What follows belongs to an exercise in optimizing a design on an open flow for small area, a short achievable clock period and few clock cycles per item; a production flow would make more cautious choices. At most, simulation tests tie the RTL to the original design; equivalence was not proved.

==> 06-09 <==
## k_nn
module k_nn #(
    parameter NUMBER_ELEMENTS = 6,
    parameter DATA_WIDTH = 32,
    parameter CLASS_WIDTH = 8,
    parameter NS = 5
)(
    input  wire                     clk,
    input  wire                     rst,  
    output reg                      m_axis_tvalid,
    input  wire                     m_axis_tready,
    output wire [DATA_WIDTH-1:0]    m_axis_tdata,
    output reg                      m_axis_tlast,
    input  wire                     s_axis_tvalid,
    output wire                     s_axis_tready,
    input  wire [DATA_WIDTH-1:0]    s_axis_tdata,
    input  wire                     s_axis_tlast,
    output wire [DATA_WIDTH-1:0]    distance_result
);
==> module knn_sqrt_pipeline, before the edit <==
module knn_sqrt_pipeline #(
    parameter [16:0] CUT = 17'b11111111111110101
)(
    input  wire        clk,
    input  wire        rst,       
    input  wire        flush,     
    input  wire        vin,
    input  wire [32:0] data_in,
    output wire        vout,
    output wire [16:0] data_out
);
    wire [35:0] rem_w [0:17];
    wire [35:0] quo_w [0:17];
    wire [35:0] rad_w [0:17];
    wire        v_w   [0:17];
    assign rem_w[0] = 36'd0;
    assign quo_w[0] = 36'd0;          
    assign rad_w[0] = {3'b000, data_in};
    assign v_w[0]   = vin;
    genvar j;
    generate
        for (j = 0; j < 17; j = j + 1) begin : step
            wire [j+2:0] r2 = {rem_w[j][j:0], rad_w[j][33-2*j:32-2*j]};
            localparam [35:0] QMASK = (36'd1 << j) - 36'd1;    
            wire [j:0]   qp = ~quo_w[j][j:0] & QMASK[j:0];
            wire [j+2:0] d  = {qp, 2'b01};
            wire [j+3:0] t  = {1'b0, r2} - {1'b0, d};
            wire         ok = !t[j+3];
            wire [j+1:0] rn = ok ? t[j+1:0] : r2[j+1:0];
            wire [j:0]   qn = {quo_w[j][j:0], !ok};
            if (CUT[j]) begin : reg_s
                reg [j+1:0]      rr;
                reg [j:0]        qr;
                reg [35:0]       sr;
                reg              vr;
                always @(posedge clk) begin
                    if (!rst) vr <= 1'b0;
                    else vr <= v_w[j] & !flush;
                end
                always @(posedge clk) begin
                    rr <= rn;
                    qr <= qn;
                    sr <= rad_w[j];
                end
                assign rem_w[j+1] = rr;
                assign quo_w[j+1] = qr;
                assign rad_w[j+1] = sr;
                assign v_w[j+1]   = vr;
            end else begin : wire_s
                assign rem_w[j+1] = rn;
                assign quo_w[j+1] = qn;
                assign rad_w[j+1] = rad_w[j];
                assign v_w[j+1]   = v_w[j];
            end
        end
    endgenerate
    assign data_out = ~quo_w[17][16:0];
    assign vout     = v_w[17];
endmodule
clock: 9.0 ns
lec_check: 0
abc_clock_period_in_ps: 1900
cap_margin: 20
core_margin: 2
core_utilization: 40
cts_cluster_diameter: 120
cts_cluster_size: 26
slew_margin: 20
standard.sh (not shown) runs the stock make flow with config.mk's settings and CLKGATE_MAP_FILE= SYNTH_SCRIPT=/design/flow/synth_recipe.tcl, a recipe that flattens the netlist after the stock synthesis.
==> flow/flow/run.sh <==
#!/bin/bash
# Standard ORFS layout (the standard.sh, unchanged synthesis), with the
# resizer's setup repair aimed below the 9 ns clock: repair_timing keeps
# working until setup slack reaches SETUP_SLACK_MARGIN.
set -euo pipefail
bash standard.sh SETUP_SLACK_MARGIN=${MARGIN:-5.9} finish > standard.log 2>&1
==> 03-01: changes against 06-09 <==
--- a/flow/design.v
+++ b/flow/design.v
@@ -1,5 +1,5 @@
 module knn_sqrt_pipeline #(
-    parameter [16:0] CUT = 17'b11111111111110101
+    parameter [16:0] CUT = 17'b11111111111101010
 )(
     input  wire        clk,
     input  wire        rst,       
==> notes.md <==
- Cell Area, Placed: 43,700 um2
- Syn Area/Cell: 11.6 um2
- Run status: timing/DRC/antenna clean
- Fraction of area in non-clock buffers: 0.0294
- Post-synthesis cell type count: 79
- Worst setup EP type: flop
- Clock-pin slew reported for the worst setup and hold paths after clock tree synthesis: 0.10 ns
- Worst-case reg-to-reg path depth: 17
- End of the worst hold path: sqrt_calc.step[9].reg_s.sr[6]$_DFF_P_
# the run above: 03-01

==> notes.md <==
- Cell Area, Placed: 44,800 um2
- Syn Area/Cell: 11.6 um2
- Clock buffer count from CTS: 44
- Worst-case reg-to-reg path depth: 9
- Origin of the worst setup path: nd[4]$_DFFE_PP_
- End of the worst hold path: sqrt_calc.step[5].reg_s.sr[21]$_DFF_P_
- Post-synthesis cell type count: 78
- Worst setup EP type: primary output
- Clock-pin slew reported for the worst setup and hold paths after clock tree synthesis: 0.11 ns
- Run status: timing/DRC/antenna clean
# the run above: 06-09

Testbench counts of 03-01, summed over its fixed seeds: cycles 7,832, queries 1,280.
Function not checked in 06-09: the RTL went through the layout flow alone.

[port drivers added, routing unchanged]
Ports are ideal in the flow. The routed layouts listed here were re-timed in OpenROAD. Step 1 assumes that a clkbuf_16 drives the clock port and a buf_2 every other input. Step 2 moves the port delays by t, midway between the first and last clock arrival at a register: inputs arrive t later, outputs are due t later. That takes back most of the time a late clock gives input paths. Three values: no drivers, after step 1, after step 2; two values: the first two.
run | t (ns) | setup slack, ns | latest minus earliest clock arrival (ns)
06-09 | 0.685 | 5.895 / 5.831 / 5.312 | 0.035 / 0.035
03-01 | 0.676 | 5.894 / 5.892 / 5.287 | 0.051 / 0.052
After both steps every run listed still meets setup and hold. The setup slack of 03-01, which loses most, moves by -0.002 ns with the drivers and by -0.607 ns with both steps.
